From an optimization exercise on the open Yosys and OpenROAD flow, aimed at small area; shortcuts taken in it are not production practice.
The RTL was checked by simulation tests, not by an equivalence proof against the original design.
No activity file was given, so power comes from the tool's default toggle rates.

## flow/flow/run.sh

```bash
#!/bin/bash
# Own flow: the standard layout (standard.sh), with two changes made through
# ORFS's own variables: the port buffers are sky130_fd_sc_hd__buf_1, and the
# clock tree uses smaller clock buffers with larger sink clusters and no dummy
# loads. Each ORFS step logs to orfs/logs/; make's output goes to flow_make.log.
set -euo pipefail
export BUFFER_PORTS_ARGS="-buffer_cell sky130_fd_sc_hd__buf_1"
export CTS_ARGS="-sink_clustering_enable -repair_clock_nets -buf_list sky130_fd_sc_hd__clkbuf_8 -sink_clustering_size ${CTS_SIZE:-18} -sink_clustering_max_diameter ${CTS_DIAM:-60} -dont_use_dummy_load"
bash standard.sh > flow_make.log 2>&1
```

## flow/standard.sh

```bash
#!/bin/bash
# synth_recipe.tcl (not shown) runs the flow's synth.tcl, then flattens the netlist and writes it again
# the make line also repeats each setting of config.mk as NAME=value (left out here)
make -C /OpenROAD-flow-scripts/flow DESIGN_CONFIG=/design/flow/config.mk WORK_HOME=/design/flow/orfs CLKGATE_MAP_FILE= SYNTH_SCRIPT=/design/flow/synth_recipe.tcl "${@:-finish}"
```

## flow/config.mk

```make
export PLATFORM = sky130hd
export DESIGN_NAME = aurora_rx_lane
export DESIGN_NICKNAME = aurora_rx_lane
export VERILOG_FILES = /design/flow/design.v
export SDC_FILE = /design/flow/constraint.sdc
export NUM_CORES = 4
export LEC_CHECK = 0
export CAP_MARGIN = 20
export CORE_MARGIN = 2
export CORE_UTILIZATION = 65
export SLEW_MARGIN = 20
```

## flow/constraint.sdc

```tcl
create_clock -name core_clock -period 5.0 [get_ports {clk_rx_i}]
set_input_delay 1.0000 -clock core_clock [delete_from_list [all_inputs] [get_ports {clk_rx_i}]]
set_output_delay 1.0000 -clock core_clock [all_outputs]
set_load 0.01 [all_outputs]
```

## flow/design.v

```verilog
module aurora_rx_lane (
    input  wire        rst_n_i,
    input  wire        clk_rx_i,
    input  wire [1:0]  serdes_data_i,
    input  wire [1:0]  serdes_valid_i,
    input  wire        serdes_lock_i,
    input  wire        inv_rx_data,
    output wire [63:0] rx_data_o,
    output wire [1:0]  rx_header_o,
    output wire        rx_valid_o,
    output wire [7:0]  rx_stat_o
);
    reg  [16:0] sd0, sd1;
    reg         sd_par;
    reg  [5:0]  sd_cnt;
    reg         serdes_slip;
    wire em = (sd_cnt == 6'd31) || (sd_cnt == 6'd32);    
    wire two  = (serdes_valid_i == 2'b11);
    wire one  = (serdes_valid_i == 2'b01);
    wire en0  = two || (one && !sd_par);
    wire en1  = two || (one &&  sd_par);
    wire in0  = (two && sd_par)  ? serdes_data_i[1] : serdes_data_i[0];
    wire in1  = (two && !sd_par) ? serdes_data_i[1] : serdes_data_i[0];
    always @(posedge clk_rx_i) begin
        if (en0) sd0 <= {sd0[15:0], in0};
        if (en1) sd1 <= {sd1[15:0], in1};
    end
    always @(posedge clk_rx_i or negedge rst_n_i) begin
        if (!rst_n_i) begin
            sd_cnt <= 6'd0;
            sd_par <= 1'b0;
        end else begin
            if (one)
                sd_par <= ~sd_par;
            if (one)
                sd_cnt <= sd_cnt + 6'd1;
            else if (two)
                sd_cnt <= sd_cnt + 6'd2;
            if (sd_cnt == 6'd31)
                sd_cnt <= two ? 6'd1 : 6'd0;
            else if (sd_cnt == 6'd32)
                sd_cnt <= two ? 6'd2 : 6'd1;
            if (serdes_slip)
                sd_cnt <= sd_cnt;
        end
    end
    reg  [16:0] wr0, wr1;
    reg         wa_is1;
    reg         woff;
    reg         winv;
    reg         act;      
    reg  [4:0]  q;        
    wire first = act && (q[3:0] == 4'd15);     
    wire evw   = act && (q == 5'd31);          
    always @(posedge clk_rx_i) begin
        wr0 <= ({17{em}} & sd0) | ({17{~em}} & {wr0[15:0], 1'b0});
        wr1 <= ({17{em}} & sd1) | ({17{~em}} & {wr1[15:0], 1'b0});
        if (em) begin
            wa_is1 <= ~sd_par ^ (sd_cnt == 6'd32);
            woff   <= (sd_cnt == 6'd32);
        end
        if (first)
            winv <= inv_rx_data;
    end
    always @(posedge clk_rx_i or negedge rst_n_i) begin
        if (!rst_n_i) begin
            act <= 1'b0;
            q   <= 5'd15;
        end else begin
            if (act) begin
                q <= q + 5'd1;
                if (q[3:0] == 4'd14)
                    act <= 1'b0;
            end
            if (em)
                act <= 1'b1;
        end
    end
    wire wb_top0 = woff ? wr0[16] : wr0[15];
    wire wb_top1 = woff ? wr1[16] : wr1[15];
    wire [1:0] wpair = wa_is1 ? {wb_top0, wr1[15]} : {wb_top1, wr0[15]};
    wire       pinv = first ? inv_rx_data : winv;
    wire [1:0] pair = wpair ^ {pinv, pinv};
    reg [65:0] sw;
    always @(posedge clk_rx_i) begin
        if (act)
            sw[65:30] <= sw[63:28];
    end
    always @(posedge clk_rx_i or negedge rst_n_i) begin
        if (!rst_n_i)
            sw[29:28] <= 2'b00;
        else if (act)
            sw[29:28] <= sw[27:26];
    end
    always @(posedge clk_rx_i) begin
        if (act)
            sw[27:0] <= {sw[25:0], pair};
    end
    reg  [5:0] gcnt;
    reg        g_valid;
    reg        gearbox_slip;
    always @(posedge clk_rx_i or negedge rst_n_i) begin
        if (!rst_n_i) begin
            gcnt    <= 6'd0;
            g_valid <= 1'b0;
        end else begin
            g_valid <= 1'b0;
            if (evw) begin
                if (gearbox_slip) begin
                    g_valid <= 1'b1;
                end else if (gcnt == 6'd32) begin
                    gcnt    <= 6'd0;
                end else begin
                    gcnt    <= gcnt + 6'd1;
                    g_valid <= 1'b1;
                end
            end
        end
    end
    reg  [1:0] hdr;
    wire       hcap = act && (q == gcnt[4:0]);
    always @(posedge clk_rx_i or negedge rst_n_i) begin
        if (!rst_n_i)
            hdr <= 2'b00;
        else if (hcap)
            hdr <= sw[65:64];
    end
    reg  [5:0] bc;
    always @(posedge clk_rx_i) begin
        if (act)
            bc <= (hcap && !gcnt[5]) ? 6'd31 : (bc == 6'd32) ? 6'd0 : bc + 6'd1;
    end
    wire d0 = sw[5] ^ ((bc <= 6'd20) ? sw[46] : sw[44]) ^ ((bc <= 6'd29) ? sw[65] : sw[63]);
    wire d1 = sw[4] ^ ((bc <= 6'd19) ? sw[45] : sw[43]) ^ ((bc <= 6'd29) ? sw[64] : sw[62]);
    wire [1:0] dpair = (bc == 6'd0) ? sw[5:4] : {d0, d1};
    reg [63:0] ds;
    always @(posedge clk_rx_i) begin
        if (act)
            ds <= {ds[61:0], dpair};
    end
    wire ld = act && (bc == 6'd32);
    reg  [65:0] outr;
    always @(posedge clk_rx_i) begin
        if (ld)
            outr <= {ds, dpair};
    end
    reg  [5:0] sync_cnt;
    reg        slip_cnt;
    reg  [4:0] valid_cnt;
    reg        dlv_prev;
    reg        vflag;
    reg  [1:0] stat;
    wire sync32 = (sync_cnt == 6'd32);
    always @(posedge clk_rx_i or negedge rst_n_i) begin
        if (!rst_n_i) begin
            sync_cnt     <= 6'd0;
            slip_cnt     <= 1'b0;
            serdes_slip  <= 1'b0;
            valid_cnt    <= 5'd0;
            gearbox_slip <= 1'b0;
            dlv_prev     <= 1'b0;
            vflag        <= 1'b0;
            stat         <= 2'b00;
        end else begin
            serdes_slip <= 1'b0;
            if (q == 5'd3)
                vflag <= 1'b0;
            if (g_valid) begin
                gearbox_slip <= 1'b0;
                dlv_prev     <= sync32;
                vflag        <= sync32 & dlv_prev;
                if (valid_cnt != 5'd16)
                    valid_cnt <= valid_cnt + 5'd1;
                if (hdr[1] ^ hdr[0]) begin
                    if (!sync32)
                        sync_cnt <= sync_cnt + 6'd1;
                end else if (valid_cnt == 5'd16) begin
                    sync_cnt <= 6'd0;
                    if (slip_cnt) begin
                        gearbox_slip <= 1'b1;
                        slip_cnt     <= 1'b0;
                    end else begin
                        serdes_slip <= 1'b1;
                        slip_cnt    <= 1'b1;
                    end
                    valid_cnt <= 5'd0;
                end
            end
            stat <= {sync32, serdes_lock_i};
        end
    end
    assign rx_data_o   = outr[63:0];
    assign rx_header_o = outr[65:64];
    assign rx_valid_o  = vflag & (q == 5'd3);
    assign rx_stat_o   = {6'd0, stat};
endmodule
```

==> metrics.yaml, run 1 <==
path_buf_inv: 2
slowest_delay_ps: 960
p_leak_nw: 4.24
antenna_found_initial: 0
worst_pin_slew_ps: 1040
utilization_pct: 71.1
ys_seq_area_share_pct: 80.2
clk_path_buf_depth: 3
cp.arrival_ps: 3110
yosys_warnings: 1
synth_area_um2: 11000
skew_ps: 36.7
synth_top_family_by_area: "multiplexers"
n_fill_cell: 1114
cts.htree.levels: 1
synthXorXnorAreaFrac_pct: 2.07
crit_family: "simple AND/OR/NAND/NOR gates"
synth-async-reset-ratio_pct: 13.4
synth-edff-count: 236
cp-startpoint: "bc[0]$_SDFFCE_PP1P_"
core-area_um2: 16600
drive_above_1_share_pct: 11.7
syn_area_per_cell_um2: 18.0
r2r-start: "bc[0]$_SDFFCE_PP1P_"
fmax_ghz: 0.346
synthMuxAreaShare_pct: 5.19
synth_fa_ha_area_share_pct: 1.93
cts.sinks: 313
initial_core_util_pct: 66.5
cts-resized-gates: 0
diodes: 0
dp_hpwl_mm: 10.1
cp_max_fo: 46
drtIter0Drc: 295
synth_cell_type_count: 58
min_period_ps: 2890
grt_pass1_wl_mm: 25.7
syn_inst: 611
io_pins: 83
postCtsHoldBufs: 0
endpoint: "outr[63]$_DFFE_PP_"
nNetsFinal: 721
area_delta_synth_final_pct: 7.04
numPortBuffers: 76
grt_pass1_vias: 4989
cts_tree: "done"
root_buffer: "clkbuf_8"
vias: 5057
gp_congestion: 0.763
crit_required_ps: 5210
endpoint_kind: "flip-flop"
post_drt_wl_per_cell_um: 17.3
drcViolationCount: 0
wirelength_mm: 15.9
drv_cap: 0
vdd_drop_max_uv: 315
clk_pin_slew_ps: 110
numCtsBuffers: 21
relSlewSlack_pct: 30.5
path_cells: "inv_1 -> ha_1 -> nor4b_1 -> and3_2 -> buf_4"
grt_max_degree: 86
final_cells: 914
cp.depth: 5
design.die.area_um2: 18000
ant_nets: 0
final_cell_mix: "236 x edfxtp_1, 75 x buf_1, 40 x mux2_2, 37 x dfrtp_1, 35 x dfxtp_1"
setup_violations: 0
hold_violations: 0
drt_pre_antenna_iters: 5
synth_flop_cell: "edfxtp_1"
finalCritPeriodShare_pct: 57.9
placed_cells: 893
synth_compound_area_share_pct: 3.70
synthSimpleGateAreaFrac_pct: 4.72
outcome: "finished clean"
worst_setup_path_start_kind: "flip-flop"
vias_per_cell: 5.53
dieWidth_um: 134
critPathKind: "flip-flop to flip-flop"
cts_setup_buffers: 0
ys_ff_latch: 313
drv_slew: 0
rsz0062_at_grt: "false"
rr_worst_depth: 5
track_usage_pct: 18.0
r2r_end: "outr[63]$_DFFE_PP_"
hold_path.class: "primary input to async pin"
mostFrequentLayoutCell: "edfxtp_1"
rows: 47
r2r_setup_slack_ps: 2110
crit_slowest_cell: "and3_2"
fin_setup_tns_ps: 0
insertion_delay_ps: 530
p_per_area_nw_per_um2: 546
gr-total-overflow: 0
die_h_um: 134
[logic make-up after synthesis]
kind of cell,count (synthesis)
adders and majority gates,17
buffers and inverters,47
AOI/OAI and AO/OA,60
other,1
muxes,50
DFF,313
and+or+nand+nor,97
xor gates and xnor gates,26
[sequential cells by signal (all words and copies together), names as in the netlist, 2 cells and up]
name       cells
sd1           17
sd0           17
bc             6
hdr            2
outr          66
ds            64
valid_cnt      5
q              5
wr1           17
sw            66
gcnt           6
stat           2
sd_cnt         6
wr0           17
sync_cnt       6
[power breakdown]
part	switching [W]	internal [W]	total, W
clock	0.000686	0.000380	0.00107
combinational	0.000478	0.000391	0.000869
sequential	0.000531	0.00398	0.00451
[routing by layer]
layer | share of wire, % | up-vias | global-route usage [%]
li1 | - | 2409 | -
met1 | 44 | 2495 | 25.1
met2 | 49 | 128 | 30.0
met3 | 5.1 | 25 | 3.21
met4 | 2.3 | 0 | 5.03
met5 | 0 | - | 0
[metrics by stage]
step / worst slack [ps] / power (W) / hold slack (ps) / area, um^2
floorplan: 664 / 0.00511 / 400 / 11000
global placement: 2260 / 0.00535 / 401 / 11500
detailed placement: 2100 / 0.00545 / 405 / 11500
CTS: 2070 / 0.00653 / 262 / 11800
global route: 1840 / 0.00679 / 271 / 11800
finish: 2110 / 0.00644 / 299 / 11800
[cell type report]
| class | instances | area (um^2) | area share, % |
|---|---|---|---|
| clock buffers | 21 | 289 | 2.45 |
| inverters | 22 | 82.6 | 0.700 |
| multi-input cells | 256 | 1970 | 16.7 |
| flip-flops and latches | 313 | 8850 | 75.0 |
| well taps | 220 | 275 | 2.33 |
| repair buffers | 82 | 332 | 2.81 |
[cell usage after synthesis (3+ instances only)]
cell	count	area share [%]
or3_1	3	0.17
o41ai_1	4	0.32
nor2_1	19	0.65
nand4_1	8	0.45
xnor2_1	13	1.0
dfstp_2	4	0.95
nor3_1	5	0.23
o21ai_0	21	0.95
and3_1	6	0.34
o21a_1	5	0.34
a31oi_1	3	0.17
nand2_1	25	0.85
a21o_1	3	0.20
mux2_2	40	4.1
edfxtp_1	236	64
dfxtp_1	35	6.4
dfrtp_1	38	8.6
xor2_1	13	1.0
ha_1	17	1.9
nand3_1	6	0.27
inv_1	22	0.75
a21oi_1	9	0.41
and2_1	5	0.28
buf_4	11	0.75
mux2i_1	7	0.64
nand2b_1	4	0.23
and4b_1	3	0.27
nor2b_1	3	0.17
clkbuf_1	9	0.31
[worst register-to-register path, cell delays in order (launching register included)]
cell      delay (ps)
edfxtp_1         470
inv_1            130
ha_1             190
nor4b_1          390
and3_2           960
buf_4            440
[worst min path at each step]
stage                            end  slack [ps]
6_report       sd_cnt[1]$_DFFE_PN0P_         300
5_1_grt        sd_cnt[0]$_DFFE_PN0P_         270
4_1_cts           sd_par$_DFFE_PN0P_         260
3_5_place_dp        sw[56]$_DFFE_PP_         400
3_3_place_gp        sw[32]$_DFFE_PP_         400
2_1_floorplan     outr[64]$_DFFE_PP_         400
==> run 2: changes to the inputs <==
==> flow/flow/run.sh (replaced) <==
#!/bin/bash
# Own flow: the standard layout (standard.sh), with two changes made through
# ORFS's own variables: the port buffers are sky130_fd_sc_hd__buf_1, and the
# clock tree uses smaller clock buffers with larger sink clusters and no dummy
# loads. Each ORFS step logs to orfs/logs/; make's output goes to flow_make.log.
set -euo pipefail
export BUFFER_PORTS_ARGS="-buffer_cell sky130_fd_sc_hd__buf_1"
export CTS_ARGS="-sink_clustering_enable -repair_clock_nets -buf_list sky130_fd_sc_hd__clkbuf_8 -sink_clustering_size ${CTS_SIZE:-24} -sink_clustering_max_diameter ${CTS_DIAM:-45} -dont_use_dummy_load"
bash standard.sh > flow_make.log 2>&1
==> metrics.yaml, run 2 <==
vias: 5064
postCtsHoldBufs: 0
mostFrequentLayoutCell: "edfxtp_1"
drt_pre_antenna_iters: 5
r2r_end: "outr[65]$_DFFE_PP_"
wirelength_mm: 15.9
path_cells: "inv_1 -> ha_1 -> nor4b_1 -> and3_2 -> buf_4"
fin_area_um2: 11900
grt_pass1_vias: 5074
synth_most_common_cell: "edfxtp_1"
worst_pin_slew_ps: 1060
yosys_warnings: 1
p_per_area_nw_per_um2: 557
hold_violations: 0
initial_core_util_pct: 66.5
rr_worst_depth: 5
endpoint_kind: "flip-flop"
grt_max_degree: 86
p_leak_nw: 4.30
syn_inst: 611
skew_ps: 54.2
endpoint: "outr[65]$_DFFE_PP_"
synth-edff-count: 236
p_clk_share_pct: 18.9
design.die.area_um2: 18000
cp_max_fo: 46
gp_congestion: 0.763
insertion_delay_ps: 580
drive_above_1_share_pct: 12.8
cp-startpoint: "bc[0]$_SDFFCE_PP1P_"
reg_top3: "outr: 66 flops, sw: 66 flops, ds: 64 flops"
synth_common_cells: "236 x edfxtp_1, 40 x mux2_2, 38 x dfrtp_1, 35 x dfxtp_1, 25 x nand2_1"
ant_nets: 0
dpl_cell_area_um2: 11500
ys_ff_latch: 313
cp.arrival_ps: 3130
drv_cap: 0
cts_tree: "done"
fin_setup_tns_ps: 0
netlist_top_cells_area: "edfxtp_1 64%, dfrtp_1 8.6%, dfxtp_1 6.4%"
outcome: "finished clean"
rows: 47
final_cells: 923
cts-resized-gates: 0
crit_required_ps: 5230
relSlewSlack_pct: 29.7
seq_area_um2: 8850
slowest_delay_ps: 960
critPathKind: "flip-flop to flip-flop"
drcViolationCount: 0
p_sw_w: 0.00173
yosysTopAreaCell: "edfxtp_1"
globalRouteMet3Util_pct: 3.59
drv_slew: 0
die_h_um: 134
finalCritPeriodShare_pct: 58.0
grt_pass1_wl_mm: 25.9
dp_slack_ps: 2100
p_int_w: 0.00490
syn_area_per_cell_um2: 18.0
post_drt_wl_per_cell_um: 17.3
swShare_pct: 26.1
p_seq_share_pct: 68.0
drtIter0Drc: 264
ys_seq_area_share_pct: 80.2
core-area_um2: 16600
layout_setup_ws_ps: 2100
worst_setup_path_start_kind: "flip-flop"
multiInputGateArea_um2: 1970
antenna_found_initial: 0
cts.htree.levels: 1
dieWidth_um: 134
diodes: 0
use_met1_pct: 25.3
track_usage_pct: 18.2
n_fill_cell: 1104
root_buffer: "clkbuf_8"
crit_slowest_cell: "and3_2"
synth_flop_cell: "edfxtp_1"
numCtsBuffers: 30
hold_path.class: "primary input to async pin"
rsz0062_at_grt: "false"
yosysTopAreaCellShare_pct: 64.3
grt.busiest_layer: "met2"
area_delta_synth_final_pct: 8.16
nNetsFinal: 730
cts_setup_buffers: 0
synth_area_um2: 11000
fmax_ghz: 0.345
p_total_w: 0.00664
final_cell_mix: "236 x edfxtp_1, 75 x buf_1, 40 x mux2_2, 37 x dfrtp_1, 35 x dfxtp_1"
setup_violations: 0
placed_cells: 893
dp_hpwl_mm: 10.1
clk_pin_slew_ps: 80
r2r-start: "bc[0]$_SDFFCE_PP1P_"
r2r_setup_slack_ps: 2100
vdd_drop_max_uv: 342
synth-async-reset-ratio_pct: 13.4
synth_cell_type_count: 58
numPortBuffers: 76
clk_path_buf_depth: 3
cts.sinks: 313
vias_per_cell: 5.49
io_pins: 83
min_period_ps: 2900
pwr-share-comb_pct: 13.1
gr-total-overflow: 0
use_met2_pct: 29.9
[run 2: cell counts after synthesis]
No cell type changed its count.
[run 2: layout make-up]
cell class / count / area share, %
repair buffers: 82 / 2.78
multi-input cells: 256 / 16.5
flip-flops and latches: 313 / 74.2
clock buffers: 30 / 3.46
inverters: 22 / 0.693
well taps: 220 / 2.31
[run 2: critical path, delay by kind of cell, from the launching register on]
kind / cells / cell delay, ps
adders and majority gates: 1 / 190
DFF: 1 / 460
and+or+nand+nor: 2 / 1350
buffers and inverters: 2 / 560
[run 2: cells by family after synthesis]
| logic type | synth area share (%) |
|---|---|
| flops | 80.2 |
| simple gates | 4.72 |
| compound gates | 3.70 |
| mux | 5.19 |
| buf+inv | 2.13 |
| xor+xnor | 2.07 |
| fa+ha+maj | 1.93 |
| other cells | 0.0340 |
[run 2: per-stage QoR]
stage	utilization [%]	hold WS, ps
finish	71.9	278
detailed placement	69.4	405
global placement	69.4	401
floorplan	-	400
CTS	71.9	251
global route	71.9	255
[run 2: worst min-delay path by stage]
stage	endpoint	slack [ps]	cells past startpoint
after floorplan	outr[64]$_DFFE_PP_	400	0
after global placement	sw[32]$_DFFE_PP_	400	0
after detailed placement	sw[56]$_DFFE_PP_	400	0
after CTS	stat[0]$_DFF_PN0_	250	1
after global routing	stat[0]$_DFF_PN0_	250	1
final	stat[0]$_DFF_PN0_	280	1
[run 2: metal layers]
| metal | wire [um] | vias to the layer above | share of wire [%] |
|---|---|---|---|
| met5 | 0 | - | 0 |
| met1 | 7130 | 2485 | 45 |
| li1 | - | 2427 | - |
| met3 | 883 | 27 | 5.5 |
| met2 | 7640 | 125 | 48 |
| met4 | 277 | 0 | 1.7 |
[run 2: power by group through the flow]
stage | sequential (W) | clock [W] | combinational, W
3_3_place_gp | 0.00452 | 0 | 0.000837
2_1_floorplan | 0.00441 | 0 | 0.000701
5_1_grt | 0.00463 | 0.00140 | 0.000976
6_report | 0.00451 | 0.00126 | 0.000869
4_1_cts | 0.00453 | 0.00131 | 0.000887
3_5_place_dp | 0.00457 | 0 | 0.000882
==> run 3: changes to the inputs <==
--- a/flow/design.v
+++ b/flow/design.v
@@ -144,13 +144,16 @@
         if (ld)
             outr <= {ds, dpair};
     end
+    localparam [5:0] SYNC_MAX   = 6'd56;
+    localparam [4:0] VALID_WAIT = 5'd23;
     reg  [5:0] sync_cnt;
     reg        slip_cnt;
     reg  [4:0] valid_cnt;
     reg        dlv_prev;
     reg        vflag;
     reg  [1:0] stat;
-    wire sync32 = (sync_cnt == 6'd32);
+    wire sync32  = (sync_cnt == SYNC_MAX);
+    wire vwait   = (valid_cnt == VALID_WAIT);
     always @(posedge clk_rx_i or negedge rst_n_i) begin
         if (!rst_n_i) begin
             sync_cnt     <= 6'd0;
@@ -169,12 +172,12 @@
                 gearbox_slip <= 1'b0;
                 dlv_prev     <= sync32;
                 vflag        <= sync32 & dlv_prev;
-                if (valid_cnt != 5'd16)
-                    valid_cnt <= valid_cnt + 5'd1;
+                if (!vwait)
+                    valid_cnt <= {valid_cnt[3:0], ~(valid_cnt[4] ^ valid_cnt[2])};
                 if (hdr[1] ^ hdr[0]) begin
                     if (!sync32)
-                        sync_cnt <= sync_cnt + 6'd1;
-                end else if (valid_cnt == 5'd16) begin
+                        sync_cnt <= {sync_cnt[4:0], ~(sync_cnt[5] ^ sync_cnt[4])};
+                end else if (vwait) begin
                     sync_cnt <= 6'd0;
                     if (slip_cnt) begin
                         gearbox_slip <= 1'b1;
==> flow/flow/run.sh (replaced) <==
#!/bin/bash
# Own flow: the standard layout (standard.sh), with two changes made through
# ORFS's own variables: the port buffers are sky130_fd_sc_hd__buf_1, and the
# clock tree uses smaller clock buffers with larger sink clusters and no dummy
# loads. Each ORFS step logs to orfs/logs/; make's output goes to flow_make.log.
set -euo pipefail
export BUFFER_PORTS_ARGS="-buffer_cell sky130_fd_sc_hd__buf_1"
export CTS_ARGS="-sink_clustering_enable -repair_clock_nets -buf_list sky130_fd_sc_hd__clkbuf_8 -sink_clustering_size ${CTS_SIZE:-20} -sink_clustering_max_diameter ${CTS_DIAM:-80} -dont_use_dummy_load"
bash standard.sh > flow_make.log 2>&1
==> metrics.yaml, run 3 <==
final_cell_mix: "236 x edfxtp_1, 119 x nand2_1, 75 x buf_1, 37 x dfrtp_1, 35 x dfxtp_1"
yosysTopAreaCellShare_pct: 64.9
cts-resized-gates: 0
drive_above_1_share_pct: 6.76
synth_flop_cell: "edfxtp_1"
drv_slew: 0
grt_pass1_wl_mm: 25.1
vias: 5168
skew_ps: 31.8
r2r_setup_slack_ps: 2430
dieWidth_um: 134
routed-wl-met2_mm: 7.37
drv_cap: 0
drcViolationCount: 0
finalCritPeriodShare_pct: 54.8
outcome: "finished clean"
fmax_ghz: 0.365
n_fill_cell: 1094
ys_seq_area_share_pct: 81.0
drt_pre_antenna_iters: 4
io_pins: 83
post_drt_wl_per_cell_um: 16.0
core-area_um2: 16500
ant_nets: 0
cts.htree.levels: 1
design.die.area_um2: 17900
synth_cell_type_count: 61
worst_pin_slew_ps: 891
track_usage_pct: 17.7
multiInputGateArea_um2: 1870
clk_pin_slew_ps: 110
dp_hpwl_mm: 9.58
clk_path_buf_depth: 3
hold_path.class: "flip-flop to flip-flop"
final_cells: 960
gr-total-overflow: 0
rows: 47
cts_tree: "done"
endpoint_kind: "output port"
root_buffer: "clkbuf_8"
cp.arrival_ps: 1740
p_sw_w: 0.00163
cp_max_fo: 5
hold_depth: 2
wl_met3_um: 703
rr_worst_depth: 6
worst_setup_path_start_kind: "flip-flop"
p_per_area_nw_per_um2: 521
netlist_top_cells_area: "edfxtp_1 65%, dfrtp_1 8.7%, dfxtp_1 6.4%"
reg_top3: "outr: 66 flops, sw: 66 flops, ds: 64 flops"
p_int_w: 0.00446
diodes: 0
crit_slowest_cell: "dfstp_2"
swShare_pct: 26.8
relSlewSlack_pct: 40.6
fin_setup_tns_ps: 0
synth-async-reset-ratio_pct: 13.4
ys_ff_latch: 313
grt_pass1_vias: 5031
grt_max_degree: 93
syn_area_per_cell_um2: 16.6
postCtsHoldBufs: 0
synth_area_um2: 10900
insertion_delay_ps: 520
min_period_ps: 2740
initial_core_util_pct: 66.1
p_seq_share_pct: 69.8
maxUsedRoutingLayer: "met4"
p_leak_nw: 4.27
slowest_delay_ps: 600
die_h_um: 134
rsz0062_at_grt: "false"
vdd_drop_max_uv: 276
area_delta_synth_final_pct: 7.09
cts_setup_buffers: 0
synth_most_common_cell: "edfxtp_1"
cts.sinks: 313
numPortBuffers: 76
setup_violations: 0
antenna_found_initial: 0
synth-edff-count: 236
drtIter0Drc: 340
wirelength_mm: 15.4
mostFrequentLayoutCell: "edfxtp_1"
hold_violations: 0
synth_common_cells: "236 x edfxtp_1, 119 x nand2_1, 38 x dfrtp_1, 35 x dfxtp_1, 23 x inv_1"
gp_congestion: 0.835
path_cells: "ha_1 -> and4b_1 -> buf_1"
numCtsBuffers: 19
p_clk_share_pct: 16.7
crit_required_ps: 4000
seq_area_um2: 8850
pwr-share-comb_pct: 13.5
yosysTopAreaCell: "edfxtp_1"
critPathKind: "flip-flop to output port"
yosys_warnings: 1
met1_length_mm: 7.09
vias_per_cell: 5.38
nNetsFinal: 763
placed_cells: 940
syn_inst: 657
run 3: changes by cell type in the layout (fill, tap and decap cells not counted), moves of 4 or more:
cell / before / now
nand2_1: 25 / 119
mux2_2: 40 / 8
clkbuf_8: 30 / 19
o21ai_0: 21 / 11
mux2i_1: 7 / 16
ha_1: 17 / 13
run 3: logic make-up (layout without fill, tap and decap cells):
kind of cell	count (synthesis)	count (layout)	synth area share, %
flops	313	313	81.0
simple gates	188	188	7.78
buf+inv	47	125	2.05
compound gates	42	42	2.81
mux	29	29	2.94
xor+xnor	24	24	1.92
fa+ha+maj	13	13	1.49
other cells	1	6	0.0343
run 3: stage by stage:
| stage | worst slack (ps) | utilization (%) | hold WS [ps] | instance area [um^2] | power, W |
|---|---|---|---|---|---|
| 4_1_cts | 2080 | 70.6 | 411 | 11700 | 0.00616 |
| 6_report | 2260 | 70.8 | 410 | 11700 | 0.00609 |
| 3_5_place_dp | 2130 | 69.1 | 399 | 11400 | 0.00514 |
| 3_3_place_gp | 2210 | 69.1 | 393 | 11400 | 0.00505 |
| 5_1_grt | 2160 | 70.8 | 410 | 11700 | 0.00643 |
| 2_1_floorplan | 664 | - | 392 | 10900 | 0.00484 |
run 3: routing by layer:
metal	track usage (%)	up-vias
li1	-	2489
met1	25.0	2535
met2	29.5	127
met3	2.82	17
met4	4.31	0
met5	0	-
run 3: critical path: cells and delay by family (launching register included):
kind                       cells  cell delay [ps]
adders and majority gates      1              210
buffers and inverters          1              170
and+or+nand+nor                1              240
DFF                            1              600
run 3: cell type report:
type / count / area share (%)
clock buffer: 19 / 2.24
tap: 220 / 2.35
inverter: 24 / 0.770
multi-input combinational: 302 / 16.0
timing repair buffer: 82 / 2.97
sequential: 313 / 75.6
run 3: power groups by stage:
| stage | Clock [W] | Sequential, W | Combinational (W) |
|---|---|---|---|
| 4_1_cts | 0.00107 | 0.00426 | 0.000833 |
| 3_5_place_dp | 0 | 0.00431 | 0.000832 |
| 6_report | 0.00102 | 0.00425 | 0.000822 |
| 5_1_grt | 0.00115 | 0.00435 | 0.000935 |
| 3_3_place_gp | 0 | 0.00426 | 0.000790 |
| 2_1_floorplan | 0 | 0.00419 | 0.000649 |
run 3: path summary, 6_finish.rpt:
kind	startpoint	endpoint
worst max-delay path	q[1]$_DFFE_PN1P_	rx_valid_o
worst min-delay path	wr1[5]$_DFF_P_	wr1[6]$_DFF_P_
worst max register to register	bc[0]$_SDFFCE_PP1P_	outr[43]$_DFFE_PP_
worst min register to register	wr1[5]$_DFF_P_	wr1[6]$_DFF_P_
max in group asynchronous	rst_n_i	act$_DFF_PN0_
min in group asynchronous	rst_n_i	sw[29]$_DFFE_PN0P_
==> run 4: changes to the inputs <==
==> flow/flow/run.sh (replaced) <==
#!/bin/bash
# Own flow: the standard layout (standard.sh), with two changes made through
# ORFS's own variables: the port buffers are sky130_fd_sc_hd__buf_1, and the
# clock tree uses smaller clock buffers with larger sink clusters and no dummy
# loads. Each ORFS step logs to orfs/logs/; make's output goes to flow_make.log.
set -euo pipefail
export BUFFER_PORTS_ARGS="-buffer_cell sky130_fd_sc_hd__buf_1"
export CTS_ARGS="-sink_clustering_enable -repair_clock_nets -buf_list sky130_fd_sc_hd__clkbuf_8 -sink_clustering_size ${CTS_SIZE:-22} -sink_clustering_max_diameter ${CTS_DIAM:-60} -dont_use_dummy_load"
bash standard.sh > flow_make.log 2>&1
==> metrics.yaml, run 4 <==
outcome: "finished clean"
nNetsFinal: 763
synth_common_cells: "236 x edfxtp_1, 119 x nand2_1, 38 x dfrtp_1, 35 x dfxtp_1, 23 x inv_1"
post_drt_wl_per_cell_um: 16.0
vdd_drop_max_uv: 281
p_per_area_nw_per_um2: 521
clk_path_buf_depth: 3
area_delta_synth_final_pct: 7.09
p_leak_nw: 4.27
diodes: 0
hold_depth: 0
critPathKind: "flip-flop to output port"
numPortBuffers: 76
synth_cell_type_count: 61
hold_violations: 0
setup_violations: 0
yosysTopAreaCellShare_pct: 64.9
cts.sinks: 313
track_usage_pct: 17.5
cp.arrival_ps: 1740
final_cell_mix: "236 x edfxtp_1, 119 x nand2_1, 75 x buf_1, 37 x dfrtp_1, 35 x dfxtp_1"
syn_inst: 657
cts-resized-gates: 0
vias_per_cell: 5.40
finalCritPeriodShare_pct: 54.8
ys_ff_latch: 313
gr-total-overflow: 0
hp-start: "sw[39]$_DFFE_PP_"
root_buffer: "clkbuf_8"
netlist_top_cells_area: "edfxtp_1 65%, dfrtp_1 8.7%, dfxtp_1 6.4%"
numCtsBuffers: 19
min_period_ps: 2740
die_h_um: 134
fin_setup_tns_ps: 0
drv_cap: 0
vias: 5186
mostFrequentLayoutCell: "edfxtp_1"
io_pins: 83
drtIter0Drc: 394
multiInputGateArea_um2: 1870
core-area_um2: 16500
crit_required_ps: 4000
holdPathEnd: "sw[41]$_DFFE_PP_"
synth-async-reset-ratio_pct: 13.4
endpoint_kind: "output port"
r2r-start: "bc[0]$_SDFFCE_PP1P_"
synth_most_common_cell: "edfxtp_1"
postCtsHoldBufs: 0
drcViolationCount: 0
cts.htree.levels: 1
hold_path.class: "flip-flop to flip-flop"
rows: 47
dieWidth_um: 134
drt_pre_antenna_iters: 4
yosys_warnings: 1
ys_seq_area_share_pct: 81.0
reg_top3: "outr: 66 flops, sw: 66 flops, ds: 64 flops"
clk_pin_slew_ps: 120
dp_hpwl_mm: 9.58
grt_pass1_vias: 5039
seq_area_um2: 8850
drv_slew: 0
worst_setup_path_start_kind: "flip-flop"
grt_max_degree: 93
worst_pin_slew_ps: 898
grt_pass1_wl_mm: 25.0
synth_area_um2: 10900
cp_max_fo: 5
ant_nets: 0
p_total_w: 0.00609
drive_above_1_share_pct: 6.76
synth_flop_cell: "edfxtp_1"
rr_worst_depth: 6
r2r_setup_slack_ps: 2450
initial_core_util_pct: 66.1
n_fill_cell: 1092
insertion_delay_ps: 530
antenna_found_initial: 0
syn_area_per_cell_um2: 16.6
cts_tree: "done"
synth-edff-count: 236
rsz0062_at_grt: "false"
cts_setup_buffers: 0
skew_ps: 71.2
r2r_end: "outr[25]$_DFFE_PP_"
wirelength_mm: 15.3
design.die.area_um2: 17900
relSlewSlack_pct: 40.1
yosysTopAreaCell: "edfxtp_1"
fmax_ghz: 0.365
gp_congestion: 0.835
-- run 4: worst max path at each step --
| stage | endpoint | startpoint |
|---|---|---|
| floorplan | outr[0]$_DFFE_PP_ | act$_DFF_PN0_ |
| global placement | outr[31]$_DFFE_PP_ | bc[0]$_SDFFCE_PP1P_ |
| detailed placement | outr[25]$_DFFE_PP_ | bc[0]$_SDFFCE_PP1P_ |
| CTS | outr[35]$_DFFE_PP_ | bc[0]$_SDFFCE_PP1P_ |
| global route | rx_valid_o | q[0]$_DFFE_PN1P_ |
| finish | rx_valid_o | q[1]$_DFFE_PN1P_ |
-- run 4: critical path: stages (launching register included) --
cell and delay, ps:
dfstp_2 600, ha_1 210, and4b_1 230, buf_1 160
-- run 4: cell type report --
cell class | instances | area share [%]
flip-flops and latches | 313 | 75.6
well taps | 220 | 2.35
repair buffers | 82 | 2.97
clock buffers | 19 | 2.24
inverters | 24 | 0.770
multi-input cells | 302 | 16.0
-- run 4: logic make-up (layout without fill, tap and decap cells) --
kind of cell	Yosys count	in the layout	synth area share (%)
AO/OA/AOI/OAI	42	42	2.81
AND/OR/NAND/NOR	188	188	7.78
other	1	6	0.0343
XOR/XNOR	24	24	1.92
multiplexers	29	29	2.94
flip-flops	313	313	81.0
adder cells (fa/ha/maj)	13	13	1.49
buffers and inverters	47	125	2.05
-- run 4: per-stage QoR --
step / hold slack (ps) / cell area (um^2) / setup slack [ps] / util, % / instances
floorplan: 392 / 10900 / 664 / - / 662
global route: 408 / 11700 / 2150 / 70.8 / 960
detailed placement: 399 / 11400 / 2130 / 69.1 / 940
CTS: 398 / 11700 / 2110 / 70.6 / 959
global placement: 393 / 11400 / 2210 / 69.1 / 940
finish: 389 / 11700 / 2260 / 70.8 / 960
-- run 4: power by group --
part / total, W / switching, W / internal, W
Sequential: 0.00425 / 0.000470 / 0.00378
Clock: 0.00102 / 0.000673 / 0.000345
Combinational: 0.000822 / 0.000489 / 0.000333
-- run 4: routing by layer --
metal  up-vias  routed length (um)  global-route usage [%]
met1      2544                7030                    24.6
met3        18                 720                    2.78
met4         0                 233                    4.43
li1       2486                   -                       -
met5         -                   0                       0
met2       138                7360                    29.4
==> run 5: changes to the inputs <==
==> flow/flow/run.sh (replaced) <==
#!/bin/bash
# Own flow: the standard layout (standard.sh), with two changes made through
# ORFS's own variables: the port buffers are sky130_fd_sc_hd__buf_1, and the
# clock tree uses smaller clock buffers with larger sink clusters and no dummy
# loads. Each ORFS step logs to orfs/logs/; make's output goes to flow_make.log.
set -euo pipefail
export SKIP_REPAIR_TIE_FANOUT=1
export BUFFER_PORTS_ARGS="-buffer_cell sky130_fd_sc_hd__buf_1"
export CTS_ARGS="-sink_clustering_enable -repair_clock_nets -buf_list sky130_fd_sc_hd__clkbuf_8 -sink_clustering_size ${CTS_SIZE:-20} -sink_clustering_max_diameter ${CTS_DIAM:-60} -dont_use_dummy_load"
bash standard.sh > flow_make.log 2>&1
==> metrics.yaml, run 5 <==
outcome: "finished clean"
grt_pass1_vias: 4961
fin_setup_tns_ps: 0
drcViolationCount: 0
wirelength_mm: 15.2
numPortBuffers: 76
post_drt_wl_per_cell_um: 15.9
seq_area_um2: 8850
crit_required_ps: 4000
synth_area_um2: 10900
p_total_w: 0.00610
dieWidth_um: 134
p_per_area_nw_per_um2: 522
numCtsBuffers: 20
drv_slew: 0
io_pins: 83
cts_setup_buffers: 0
drtIter0Drc: 355
cp_max_fo: 5
multiInputGateArea_um2: 1860
final_cell_mix: "236 x edfxtp_1, 119 x nand2_1, 75 x buf_1, 37 x dfrtp_1, 35 x dfxtp_1"
dp_slack_ps: 2330
clk_pin_slew_ps: 120
initial_core_util_pct: 66.1
syn_area_per_cell_um2: 16.6
endpoint_kind: "output port"
drt_pre_antenna_iters: 4
worst_setup_path_start_kind: "flip-flop"
cts.htree.levels: 1
gr-total-overflow: 0
worst_pin_slew_ps: 944
cts-resized-gates: 0
yosys_warnings: 1
fmax_ghz: 0.368
rsz0062_at_grt: "false"
clk_path_buf_depth: 3
reg_top3: "outr: 66 flops, sw: 66 flops, ds: 64 flops"
root_buffer: "clkbuf_8"
die_h_um: 134
r2r-start: "bc[0]$_SDFFCE_PP1P_"
drive_above_1_share_pct: 6.93
layout_setup_ws_ps: 2290
diodes: 0
postCtsHoldBufs: 0
track_usage_pct: 17.2
antenna_found_initial: 0
grt_pass1_wl_mm: 24.6
design.die.area_um2: 17900
synth-async-reset-ratio_pct: 13.4
grt_max_degree: 94
insertion_delay_ps: 530
n_fill_cell: 1102
r2r_setup_slack_ps: 2350
min_period_ps: 2710
gp_congestion: 0.783
yosysTopAreaCell: "edfxtp_1"
p_leak_nw: 4.26
rows: 47
cp.arrival_ps: 1710
vias: 5153
setup_violations: 0
synth_flop_cell: "edfxtp_1"
nNetsFinal: 759
vias_per_cell: 5.39
synth-edff-count: 236
hp-start: "sw[47]$_DFFE_PP_"
skew_ps: 47.4
synth_common_cells: "236 x edfxtp_1, 119 x nand2_1, 38 x dfrtp_1, 35 x dfxtp_1, 23 x inv_1"
dp_hpwl_mm: 9.22
mostFrequentLayoutCell: "edfxtp_1"
finalCritPeriodShare_pct: 54.3
netlist_top_cells_area: "edfxtp_1 65%, dfrtp_1 8.7%, dfxtp_1 6.4%"
vdd_drop_max_uv: 297
yosysTopAreaCellShare_pct: 64.9
ys_ff_latch: 313
hold_violations: 0
critPathKind: "flip-flop to output port"
cts.sinks: 313
drv_cap: 0
core-area_um2: 16500
cts_tree: "done"
area_delta_synth_final_pct: 6.93
ant_nets: 0
synth_cell_type_count: 61
synth_most_common_cell: "edfxtp_1"
relSlewSlack_pct: 37.1
hold_path.class: "flip-flop to flip-flop"
syn_inst: 657
cp-startpoint: "q[0]$_DFFE_PN1P_"
ys_seq_area_share_pct: 81.0
-- run 5: worst max-delay path: stages (launching register included) --
cell and delay [ps]:
dfstp_2 610, ha_1 210, and4b_1 220, buf_1 170
-- run 5: final cells by class --
class,instances,share of cell area [%]
flip-flops and latches,313,75.8
multi-input cells,297,15.9
repair buffers,82,2.87
clock buffers,20,2.36
well taps,220,2.36
inverters,24,0.771
-- run 5: path summary, 6_finish.rpt --
| check | to | cells after the start |
|---|---|---|
| hold / removal | sw[49]$_DFFE_PP_ | 0 |
| setup reg to reg | outr[20]$_DFFE_PP_ | 5 |
| max in group asynchronous | act$_DFF_PN0_ | 1 |
| min in group asynchronous | sw[29]$_DFFE_PN0P_ | 1 |
| setup / recovery | rx_valid_o | 3 |
| hold reg to reg | sw[49]$_DFFE_PP_ | 0 |
-- run 5: kinds of logic (layout without fill, tap and decap cells) --
group / count (synthesis) / count (layout) / share of synthesized area, %
compound gates: 42 / 42 / 2.81
xor+xnor: 24 / 24 / 1.92
fa+ha+maj: 13 / 13 / 1.49
buf+inv: 47 / 126 / 2.05
flops: 313 / 313 / 81.0
mux: 29 / 29 / 2.94
other cells: 1 / 1 / 0.0343
simple gates: 188 / 188 / 7.78
-- run 5: per-stage QoR --
step / utilization [%] / area, um^2 / instances / hold slack, ps
after floorplan: - / 10900 / 657 / 392
after global placement: 69.0 / 11400 / 936 / 394
after detailed placement: 69.0 / 11400 / 936 / 404
after CTS: 70.7 / 11700 / 956 / 398
after global routing: 70.7 / 11700 / 956 / 400
final: 70.7 / 11700 / 956 / 396
-- run 5: report_power, final --
| part | switching, W | internal, W |
|---|---|---|
| registers | 0.000456 | 0.00378 |
| clock network | 0.000673 | 0.000363 |
| logic | 0.000497 | 0.000332 |
-- run 5: routing by layer --
metal,track usage [%],routed length [um]
met4,4.49,233
met2,27.8,7230
met3,2.85,616
met1,25.1,7130
met5,0,0
==> run 6: changes to the inputs <==
--- a/flow/flow/run.sh
+++ b/flow/flow/run.sh
@@ -4,7 +4,6 @@
 # clock tree uses smaller clock buffers with larger sink clusters and no dummy
 # loads. Each ORFS step logs to orfs/logs/; make's output goes to flow_make.log.
 set -euo pipefail
-export SKIP_REPAIR_TIE_FANOUT=1
 export BUFFER_PORTS_ARGS="-buffer_cell sky130_fd_sc_hd__buf_1"
 export CTS_ARGS="-sink_clustering_enable -repair_clock_nets -buf_list sky130_fd_sc_hd__clkbuf_8 -sink_clustering_size ${CTS_SIZE:-20} -sink_clustering_max_diameter ${CTS_DIAM:-60} -dont_use_dummy_load"
 bash standard.sh > flow_make.log 2>&1
==> metrics.yaml, run 6 <==
outcome: "finished clean"
n_fill_cell: 1090
dp_hpwl_mm: 9.58
yosys_warnings: 1
multiInputGateArea_um2: 1870
setup_violations: 0
initial_core_util_pct: 66.1
ys_ff_latch: 313
r2r_end: "outr[1]$_DFFE_PP_"
numCtsBuffers: 19
root_buffer: "clkbuf_8"
rows: 47
diodes: 0
nNetsFinal: 763
antenna_found_initial: 0
placed_cells: 940
worst_pin_slew_ps: 894
wirelength_mm: 15.3
endpoint_kind: "output port"
synth-async-reset-ratio_pct: 13.4
synth-edff-count: 236
fmax_ghz: 0.365
hp-start: "wr1[14]$_DFF_P_"
cts_tree: "done"
area_delta_synth_final_pct: 7.09
r2r-start: "bc[0]$_SDFFCE_PP1P_"
drv_slew: 0
cts.htree.levels: 1
drv_cap: 0
synth_most_common_cell: "edfxtp_1"
hold_depth: 2
grt_max_degree: 93
core-area_um2: 16500
final_cells: 960
dieWidth_um: 134
worst_setup_path_start_kind: "flip-flop"
drtIter0Drc: 390
vias_per_cell: 5.37
netlist_top_cells_area: "edfxtp_1 65%, dfrtp_1 8.7%, dfxtp_1 6.4%"
cts-resized-gates: 0
gr-total-overflow: 0
p_total_w: 0.00609
seq_area_um2: 8850
hold_violations: 0
ant_nets: 0
crit_required_ps: 4000
fin_setup_tns_ps: 0
cp.arrival_ps: 1740
min_period_ps: 2740
insertion_delay_ps: 530
synth_cell_type_count: 61
ys_seq_area_share_pct: 81.0
finalCritPeriodShare_pct: 54.8
critPathKind: "flip-flop to output port"
dpl_cell_area_um2: 11400
clk_pin_slew_ps: 110
numPortBuffers: 76
cp_max_fo: 5
grt_pass1_vias: 5039
hold_path.class: "flip-flop to flip-flop"
syn_area_per_cell_um2: 16.6
track_usage_pct: 17.6
design.die.area_um2: 17900
drt_pre_antenna_iters: 4
reg_top3: "outr: 66 flops, sw: 66 flops, ds: 64 flops"
die_h_um: 134
cts_setup_buffers: 0
synth_flop_cell: "edfxtp_1"
rsz0062_at_grt: "false"
synth_common_cells: "236 x edfxtp_1, 119 x nand2_1, 38 x dfrtp_1, 35 x dfxtp_1, 23 x inv_1"
relSlewSlack_pct: 40.4
synth_area_um2: 10900
grt_pass1_wl_mm: 25.1
r2r_setup_slack_ps: 2410
p_leak_nw: 4.27
drive_above_1_share_pct: 6.76
cts.sinks: 313
post_drt_wl_per_cell_um: 16.0
clk_path_buf_depth: 3
yosysTopAreaCellShare_pct: 64.9
drcViolationCount: 0
rr_worst_depth: 7
yosysTopAreaCell: "edfxtp_1"
gp_congestion: 0.835
hold_ws_ps: 412
vdd_drop_max_uv: 316
vias: 5155
p_per_area_nw_per_um2: 521
postCtsHoldBufs: 0
skew_ps: 25.5
fin_area_um2: 11700
io_pins: 83
mostFrequentLayoutCell: "edfxtp_1"
final_cell_mix: "236 x edfxtp_1, 119 x nand2_1, 75 x buf_1, 37 x dfrtp_1, 35 x dfxtp_1"
syn_inst: 657
holdPathEnd: "wr1[15]$_DFF_P_"
## run 6: layout make-up
cell class,instances,area share (%)
Clock buffer,19,2.24
Inverter,24,0.770
Multi-Input combinational cell,302,16.0
Sequential cell,313,75.6
Tap cell,220,2.35
Timing Repair Buffer,82,2.97
## run 6: per-layer routing
layer  vias to the layer above  part of all wire, %  track usage (%)
met5                         -                    0                0
met4                         0                  1.9             4.96
met1                      2522                   46             25.0
met2                       120                   48             29.1
met3                        25                  4.6             2.78
li1                       2488                    -                -
## run 6: kinds of logic (layout without fill, tap and decap cells)
| logic type | after synthesis | count (layout) | synth area share (%) |
|---|---|---|---|
| compound gates | 42 | 42 | 2.81 |
| flops | 313 | 313 | 81.0 |
| xor+xnor | 24 | 24 | 1.92 |
| fa+ha+maj | 13 | 13 | 1.49 |
| mux | 29 | 29 | 2.94 |
| simple gates | 188 | 188 | 7.78 |
| buf+inv | 47 | 125 | 2.05 |
| other cells | 1 | 6 | 0.0343 |
## run 6: metrics by stage
stage               worst slack [ps]  util, %
floorplan                        664        -
global placement                2210     69.1
detailed placement              2130     69.1
CTS                             2080     70.6
global route                    2160     70.8
finish                          2260     70.8
## run 6: power breakdown
| group | switching [W] | internal (W) | total, W |
|---|---|---|---|
| sequential | 0.000469 | 0.00378 | 0.00425 |
| combinational | 0.000489 | 0.000333 | 0.000822 |
| clock | 0.000675 | 0.000346 | 0.00102 |
## run 6: how the worst max path moves through the flow
stage / startpoint / end / slack [ps] / cells past startpoint
floorplan: act$_DFF_PN0_ / outr[0]$_DFFE_PP_ / 660 / 2
global placement: bc[0]$_SDFFCE_PP1P_ / outr[31]$_DFFE_PP_ / 2210 / 5
detailed placement: bc[0]$_SDFFCE_PP1P_ / outr[25]$_DFFE_PP_ / 2130 / 5
CTS: bc[0]$_SDFFCE_PP1P_ / outr[29]$_DFFE_PP_ / 2080 / 5
global route: q[0]$_DFFE_PN1P_ / rx_valid_o / 2160 / 3
finish: q[0]$_DFFE_PN1P_ / rx_valid_o / 2260 / 3
## run 6: worst max-delay path: stages, from the launching register on
cell and delay (ps):
dfstp_2 600, ha_1 210, and4b_1 240, buf_1 170
==> run 7: changes to the inputs <==
==> flow/flow/run.sh (replaced) <==
#!/bin/bash
# Own flow: the standard layout (standard.sh), with three changes made through
# ORFS's own variables: the port buffers are sky130_fd_sc_hd__buf_1; the constant
# outputs keep synthesis's single tie cell (no tie fanout repair); and the clock
# tree uses clkbuf_8 buffers with larger sink clusters and no dummy loads.
# Each ORFS step logs to orfs/logs/; make's output goes to flow_make.log.
set -euo pipefail
export SKIP_REPAIR_TIE_FANOUT=1
export BUFFER_PORTS_ARGS="-buffer_cell sky130_fd_sc_hd__buf_1"
export CTS_ARGS="-sink_clustering_enable -repair_clock_nets -buf_list sky130_fd_sc_hd__clkbuf_8 -sink_clustering_size 20 -sink_clustering_max_diameter 60 -dont_use_dummy_load"
bash standard.sh > flow_make.log 2>&1
==> metrics.yaml, run 7 <==
grt_max_degree: 94
r2r_setup_slack_ps: 2350
worst_pin_slew_ps: 944
setup_violations: 0
outcome: "finished clean"
cts.sinks: 313
synth_most_common_cell: "edfxtp_1"
hold_depth: 0
dp_hpwl_mm: 9.22
fin_setup_tns_ps: 0
drv_slew: 0
final_cell_mix: "236 x edfxtp_1, 119 x nand2_1, 75 x buf_1, 37 x dfrtp_1, 35 x dfxtp_1"
drive_above_1_share_pct: 6.93
post_drt_wl_per_cell_um: 15.9
numPortBuffers: 76
cts.htree.levels: 1
vdd_drop_max_uv: 297
antenna_found_initial: 0
p_leak_nw: 4.26
yosysTopAreaCell: "edfxtp_1"
rows: 47
hold_violations: 0
cts_tree: "done"
worst_setup_path_start_kind: "flip-flop"
wirelength_mm: 15.2
core-area_um2: 16500
synth_area_um2: 10900
holdPathEnd: "sw[49]$_DFFE_PP_"
cts-resized-gates: 0
io_pins: 83
syn_inst: 657
clk_path_buf_depth: 3
dieWidth_um: 134
min_period_ps: 2710
drcViolationCount: 0
diodes: 0
cts_setup_buffers: 0
yosys_warnings: 1
postCtsHoldBufs: 0
synth_flop_cell: "edfxtp_1"
netlist_top_cells_area: "edfxtp_1 65%, dfrtp_1 8.7%, dfxtp_1 6.4%"
drtIter0Drc: 355
area_delta_synth_final_pct: 6.93
seq_area_um2: 8850
dpl_cell_area_um2: 11400
grt_pass1_wl_mm: 24.6
initial_core_util_pct: 66.1
hold_path.class: "flip-flop to flip-flop"
endpoint_kind: "output port"
cp.arrival_ps: 1710
cp_max_fo: 5
grt_pass1_vias: 4961
root_buffer: "clkbuf_8"
die_h_um: 134
nNetsFinal: 759
gp_congestion: 0.783
gr-total-overflow: 0
drv_cap: 0
crit_required_ps: 4000
mostFrequentLayoutCell: "edfxtp_1"
fin_area_um2: 11700
synth-async-reset-ratio_pct: 13.4
insertion_delay_ps: 530
numCtsBuffers: 20
multiInputGateArea_um2: 1860
critPathKind: "flip-flop to output port"
design.die.area_um2: 17900
drt_pre_antenna_iters: 4
fmax_ghz: 0.368
finalCritPeriodShare_pct: 54.3
synth-edff-count: 236
syn_area_per_cell_um2: 16.6
hp-start: "sw[47]$_DFFE_PP_"
ys_seq_area_share_pct: 81.0
rsz0062_at_grt: "false"
ys_ff_latch: 313
skew_ps: 47.4
rr_worst_depth: 5
synth_cell_type_count: 61
relSlewSlack_pct: 37.1
vias: 5153
p_per_area_nw_per_um2: 522
track_usage_pct: 17.2
synth_common_cells: "236 x edfxtp_1, 119 x nand2_1, 38 x dfrtp_1, 35 x dfxtp_1, 23 x inv_1"
yosysTopAreaCellShare_pct: 64.9
n_fill_cell: 1102
vias_per_cell: 5.39
clk_pin_slew_ps: 120
reg_top3: "outr: 66 flops, sw: 66 flops, ds: 64 flops"
r2r_end: "outr[20]$_DFFE_PP_"
r2r-start: "bc[0]$_SDFFCE_PP1P_"
ant_nets: 0
==> run 7: changes by cell type in the layout (fill, tap and decap cells not counted), sizes merged <==
cell and change:
clkbuf +1, conb -5
==> run 7: cells by family after synthesis <==
logic type	count (synthesis)	synth area share, %
other	1	0.0343
DFF	313	81.0
muxes	29	2.94
adders and majority gates	13	1.49
and+or+nand+nor	188	7.78
xor gates and xnor gates	24	1.92
AOI/OAI and AO/OA	42	2.81
buffers and inverters	47	2.05
==> run 7: stage by stage <==
stage	setup slack, ps	total power [W]	hold slack (ps)	instances	util (%)
CTS	2240	0.00617	398	956	70.7
global route	2080	0.00644	400	956	70.7
global placement	2470	0.00506	394	936	69.0
finish	2290	0.00610	396	956	70.7
detailed placement	2330	0.00513	404	936	69.0
floorplan	664	0.00484	392	657	-
==> run 7: worst max path at each step <==
stage	to	cells past startpoint	from
CTS	rx_valid_o	3	q[0]$_DFFE_PN1P_
detailed placement	outr[34]$_DFFE_PP_	5	bc[0]$_SDFFCE_PP1P_
finish	rx_valid_o	3	q[0]$_DFFE_PN1P_
global placement	outr[32]$_DFFE_PP_	5	bc[0]$_SDFFCE_PP1P_
floorplan	outr[0]$_DFFE_PP_	2	act$_DFF_PN0_
global route	outr[10]$_DFFE_PP_	5	bc[0]$_SDFFCE_PP1P_
==> run 7: where the power goes <==
group	internal, W	total [W]	switching [W]
clock	0.000363	0.00104	0.000673
sequential	0.00378	0.00423	0.000456
combinational	0.000332	0.000830	0.000497
==> run 7: worst max-delay path, stage by stage, from the launching register on <==
cell,delay (ps)
dfstp_2,610
ha_1,210
and4b_1,220
buf_1,170
==> run 7: layout make-up <==
| cell class | instances | area share [%] |
|---|---|---|
| clock buffers | 20 | 2.36 |
| inverters | 24 | 0.771 |
| multi-input cells | 297 | 15.9 |
| flip-flops and latches | 313 | 75.8 |
| well taps | 220 | 2.36 |
| repair buffers | 82 | 2.87 |
==> run 7: routing by layer <==
metal  vias to the layer above  global-route usage [%]  wire length, um
li1                       2491                       -                -
met1                      2536                    25.1             7130
met2                       102                    27.8             7230
met3                        24                    2.85              616
met4                         0                    4.49              233
met5                         -                       0                0
==> run 8: changes to the inputs <==
--- a/flow/design.v
+++ b/flow/design.v
@@ -25,7 +25,7 @@
         if (en0) sd0 <= {sd0[15:0], in0};
         if (en1) sd1 <= {sd1[15:0], in1};
     end
-    always @(posedge clk_rx_i or negedge rst_n_i) begin
+    always @(posedge clk_rx_i) begin
         if (!rst_n_i) begin
             sd_cnt <= 6'd0;
             sd_par <= 1'b0;
@@ -62,7 +62,7 @@
         if (first)
             winv <= inv_rx_data;
     end
-    always @(posedge clk_rx_i or negedge rst_n_i) begin
+    always @(posedge clk_rx_i) begin
         if (!rst_n_i) begin
             act <= 1'b0;
             q   <= 5'd15;
@@ -86,7 +86,7 @@
         if (act)
             sw[65:30] <= sw[63:28];
     end
-    always @(posedge clk_rx_i or negedge rst_n_i) begin
+    always @(posedge clk_rx_i) begin
         if (!rst_n_i)
             sw[29:28] <= 2'b00;
         else if (act)
@@ -99,7 +99,7 @@
     reg  [5:0] gcnt;
     reg        g_valid;
     reg        gearbox_slip;
-    always @(posedge clk_rx_i or negedge rst_n_i) begin
+    always @(posedge clk_rx_i) begin
         if (!rst_n_i) begin
             gcnt    <= 6'd0;
             g_valid <= 1'b0;
@@ -119,7 +119,7 @@
     end
     reg  [1:0] hdr;
     wire       hcap = act && (q == gcnt[4:0]);
-    always @(posedge clk_rx_i or negedge rst_n_i) begin
+    always @(posedge clk_rx_i) begin
         if (!rst_n_i)
             hdr <= 2'b00;
         else if (hcap)
@@ -154,7 +154,7 @@
     reg  [1:0] stat;
     wire sync32  = (sync_cnt == SYNC_MAX);
     wire vwait   = (valid_cnt == VALID_WAIT);
-    always @(posedge clk_rx_i or negedge rst_n_i) begin
+    always @(posedge clk_rx_i) begin
         if (!rst_n_i) begin
             sync_cnt     <= 6'd0;
             slip_cnt     <= 1'b0;
@@ -162,16 +162,11 @@
             valid_cnt    <= 5'd0;
             gearbox_slip <= 1'b0;
             dlv_prev     <= 1'b0;
-            vflag        <= 1'b0;
-            stat         <= 2'b00;
         end else begin
             serdes_slip <= 1'b0;
-            if (q == 5'd3)
-                vflag <= 1'b0;
             if (g_valid) begin
                 gearbox_slip <= 1'b0;
                 dlv_prev     <= sync32;
-                vflag        <= sync32 & dlv_prev;
                 if (!vwait)
                     valid_cnt <= {valid_cnt[3:0], ~(valid_cnt[4] ^ valid_cnt[2])};
                 if (hdr[1] ^ hdr[0]) begin
@@ -189,6 +184,17 @@
                     valid_cnt <= 5'd0;
                 end
             end
+        end
+    end
+    always @(posedge clk_rx_i or negedge rst_n_i) begin
+        if (!rst_n_i) begin
+            vflag <= 1'b0;
+            stat  <= 2'b00;
+        end else begin
+            if (q == 5'd3)
+                vflag <= 1'b0;
+            if (g_valid)
+                vflag <= sync32 & dlv_prev;
             stat <= {sync32, serdes_lock_i};
         end
     end
==> metrics.yaml, run 8 <==
reg_top3: "outr: 66 flops, sw: 66 flops, ds: 64 flops"
n_fill_cell: 1068
setup_violations: 0
postCtsHoldBufs: 0
nNetsFinal: 715
synth_most_common_cell: "edfxtp_1"
clk_path_buf_depth: 3
design.die.area_um2: 17700
vias: 4935
synth-async-reset-ratio_pct: 0.958
hold_path.class: "flip-flop to flip-flop"
ys_seq_area_share_pct: 79.8
p_per_area_nw_per_um2: 334
cts.sinks: 313
worst_pin_slew_ps: 813
clk_pin_slew_ps: 110
gp_congestion: 0.818
crit_slowest_cell: "and3_2"
wirelength_mm: 14.9
grt_pass1_wl_mm: 24.0
mostFrequentLayoutCell: "edfxtp_1"
yosys_warnings: 1
cp_max_fo: 36
netlist_top_cells_area: "edfxtp_1 65%, dfxtp_1 14%, mux2_2 3.6%"
slowest_delay_ps: 800
min_period_ps: 2950
die_h_um: 133
worst_setup_path_start_kind: "flip-flop"
syn_area_per_cell_um2: 17.7
track_usage_pct: 16.9
synth-edff-count: 236
rsz0062_at_grt: "false"
gr-total-overflow: 0
drv_slew: 0
synth_common_cells: "236 x edfxtp_1, 74 x dfxtp_1, 35 x mux2_2, 20 x nand2_1, 20 x nor2_1"
drt_pre_antenna_iters: 4
antenna_found_initial: 0
grt_max_degree: 89
cts.htree.levels: 1
numCtsBuffers: 20
ant_nets: 0
yosysTopAreaCellShare_pct: 65.4
numPortBuffers: 76
rows: 47
dp_hpwl_mm: 9.11
cts_tree: "done"
dieWidth_um: 133
vdd_drop_max_uv: 234
ys_ff_latch: 313
relSlewSlack_pct: 45.8
drv_cap: 0
fmax_ghz: 0.339
synth_cell_type_count: 55
diodes: 0
core-area_um2: 16400
fin_setup_tns_ps: 0
path_cells: "inv_1 -> ha_1 -> nor4b_1 -> and3_2 -> buf_4"
crit_required_ps: 5190
grt_pass1_vias: 4762
placed_cells: 891
hold_violations: 0
initial_core_util_pct: 66.0
crit_family: "simple AND/OR/NAND/NOR gates"
post_drt_wl_per_cell_um: 16.3
path_buf_inv: 2
area_delta_synth_final_pct: 7.20
synth_flop_cell: "edfxtp_1"
endpoint_kind: "flip-flop"
root_buffer: "clkbuf_8"
outcome: "finished clean"
drtIter0Drc: 328
io_pins: 83
final_cells: 912
finalCritPeriodShare_pct: 59.0
synth_area_um2: 10800
yosysTopAreaCell: "edfxtp_1"
drcViolationCount: 0
cts_setup_buffers: 0
cp.arrival_ps: 3150
syn_inst: 613
cts-resized-gates: 0
critPathKind: "flip-flop to flip-flop"
r2r_setup_slack_ps: 2050
vias_per_cell: 5.41
final_cell_mix: "236 x edfxtp_1, 76 x buf_1, 73 x dfxtp_1, 35 x mux2_2"
p_leak_nw: 3.90
drive_above_1_share_pct: 11.1
skew_ps: 56.3
insertion_delay_ps: 530
==> run 8: cell count changes in the layout (fill, tap and decap cells not counted), sizes merged, moves of 4 or more <==
cell	previous run	this run
and3	4	9
nor2b	2	16
mux2	12	35
inv	24	17
dfstp	4	0
nand2	119	21
dfxtp	35	74
a21boi	0	4
dfrtp	38	3
a21oi	7	15
==> run 8: logic make-up after synthesis <==
kind of cell               synth area share (%)
muxes                                      5.42
adders and majority gates                  1.50
other                                    0.0346
and+or+nand+nor                            5.59
DFF                                        79.8
AOI/OAI and AO/OA                          3.87
xor gates and xnor gates                   2.01
buffers and inverters                      1.76
==> run 8: layer usage <==
layer,up-vias,wire (um),track usage (%)
met3,26,597,2.91
met1,2401,7070,25.2
met2,104,6820,26.5
met5,-,0,0
met4,0,368,4.54
li1,2404,-,-
==> run 8: area by class of cell <==
cell class,count,area (um^2),share of cell area [%]
multi-input cells,260,2000,17.2
inverters,17,63.8,0.550
well taps,220,275,2.37
repair buffers,82,350,3.02
clock buffers,20,275,2.37
flip-flops and latches,313,8650,74.5
==> run 8: metrics by stage <==
stage	setup slack, ps	utilization, %	power (W)	instance area [um^2]	hold WS, ps
global placement	2210	68.9	0.00290	11300	403
detailed placement	2080	68.9	0.00291	11300	405
CTS	2070	70.6	0.00394	11600	391
floorplan	427	-	0.00289	10800	400
finish	2050	70.8	0.00388	11600	415
global route	1760	70.8	0.00404	11600	410
==> run 8: power breakdown <==
| group | total (W) | switching [W] | internal, W |
|---|---|---|---|
| Combinational | 0.0000479 | 0.0000293 | 0.0000186 |
| Sequential | 0.00280 | 0.0000128 | 0.00278 |
| Clock | 0.00104 | 0.000675 | 0.000362 |
| Total | 0.00388 | 0.000717 | 0.00317 |
==> run 8: final timing paths <==
| check | from | end | cells past startpoint |
|---|---|---|---|
| max in group asynchronous | rst_n_i | vflag$_DFFE_PN0P_ | 2 |
| worst min-delay path | sw[0]$_DFFE_PP_ | sw[2]$_DFFE_PP_ | 0 |
| worst max register to register | bc[0]$_SDFFCE_PP1P_ | outr[39]$_DFFE_PP_ | 5 |
| worst min register to register | sw[0]$_DFFE_PP_ | sw[2]$_DFFE_PP_ | 0 |
| min in group asynchronous | rst_n_i | stat[0]$_DFF_PN0_ | 2 |
| worst max-delay path | bc[0]$_SDFFCE_PP1P_ | outr[39]$_DFFE_PP_ | 5 |

port drivers added, routing unchanged:
The flow's constraints put no driver on any port. The routed layouts listed below were extracted and timed again, unchanged, in two steps. Step 1 sets driving cells, clkbuf_16 on the clock port and buf_2 on the other inputs (assumed; they add their load-dependent delay and slew). Step 2 adds t to the input delays and takes it off the output delays; t is the mean of the earliest and latest rising clock arrival at the registers after step 1. Input paths then give back, and output paths get back, about the clock's delay inside the block. Slacks: ideal / step 1 / step 2; pairs: ideal / step 1.
run | shift t [ns] | setup WS [ns] | clock arrival spread, ns | slew at the worst register clock pin (ns) | worst data-port slew with drivers (ns)
run 1 | 0.552 | 2.106 / 2.106 / 2.106 | 0.037 / 0.036 | 0.11 / 0.11 | 0.04
run 2 | 0.590 | 2.098 / 2.098 / 2.098 | 0.055 / 0.055 | 0.11 / 0.11 | 0.04
run 3 | 0.546 | 2.262 / 2.222 / 2.428 | 0.033 / 0.033 | 0.12 / 0.12 | 0.04
run 4 | 0.539 | 2.260 / 2.219 / 2.448 | 0.072 / 0.073 | 0.12 / 0.12 | 0.04
run 5 | 0.546 | 2.285 / 2.243 / 2.352 | 0.049 / 0.049 | 0.12 / 0.12 | 0.03
run 6 | 0.549 | 2.262 / 2.225 / 2.410 | 0.026 / 0.026 | 0.11 / 0.11 | 0.04
run 7 | 0.546 | 2.285 / 2.243 / 2.352 | 0.049 / 0.049 | 0.12 / 0.12 | 0.03
run 8 | 0.538 | 2.048 / 2.048 / 2.048 | 0.057 / 0.057 | 0.11 / 0.11 | 0.03
After both steps every run listed still meets setup and hold.
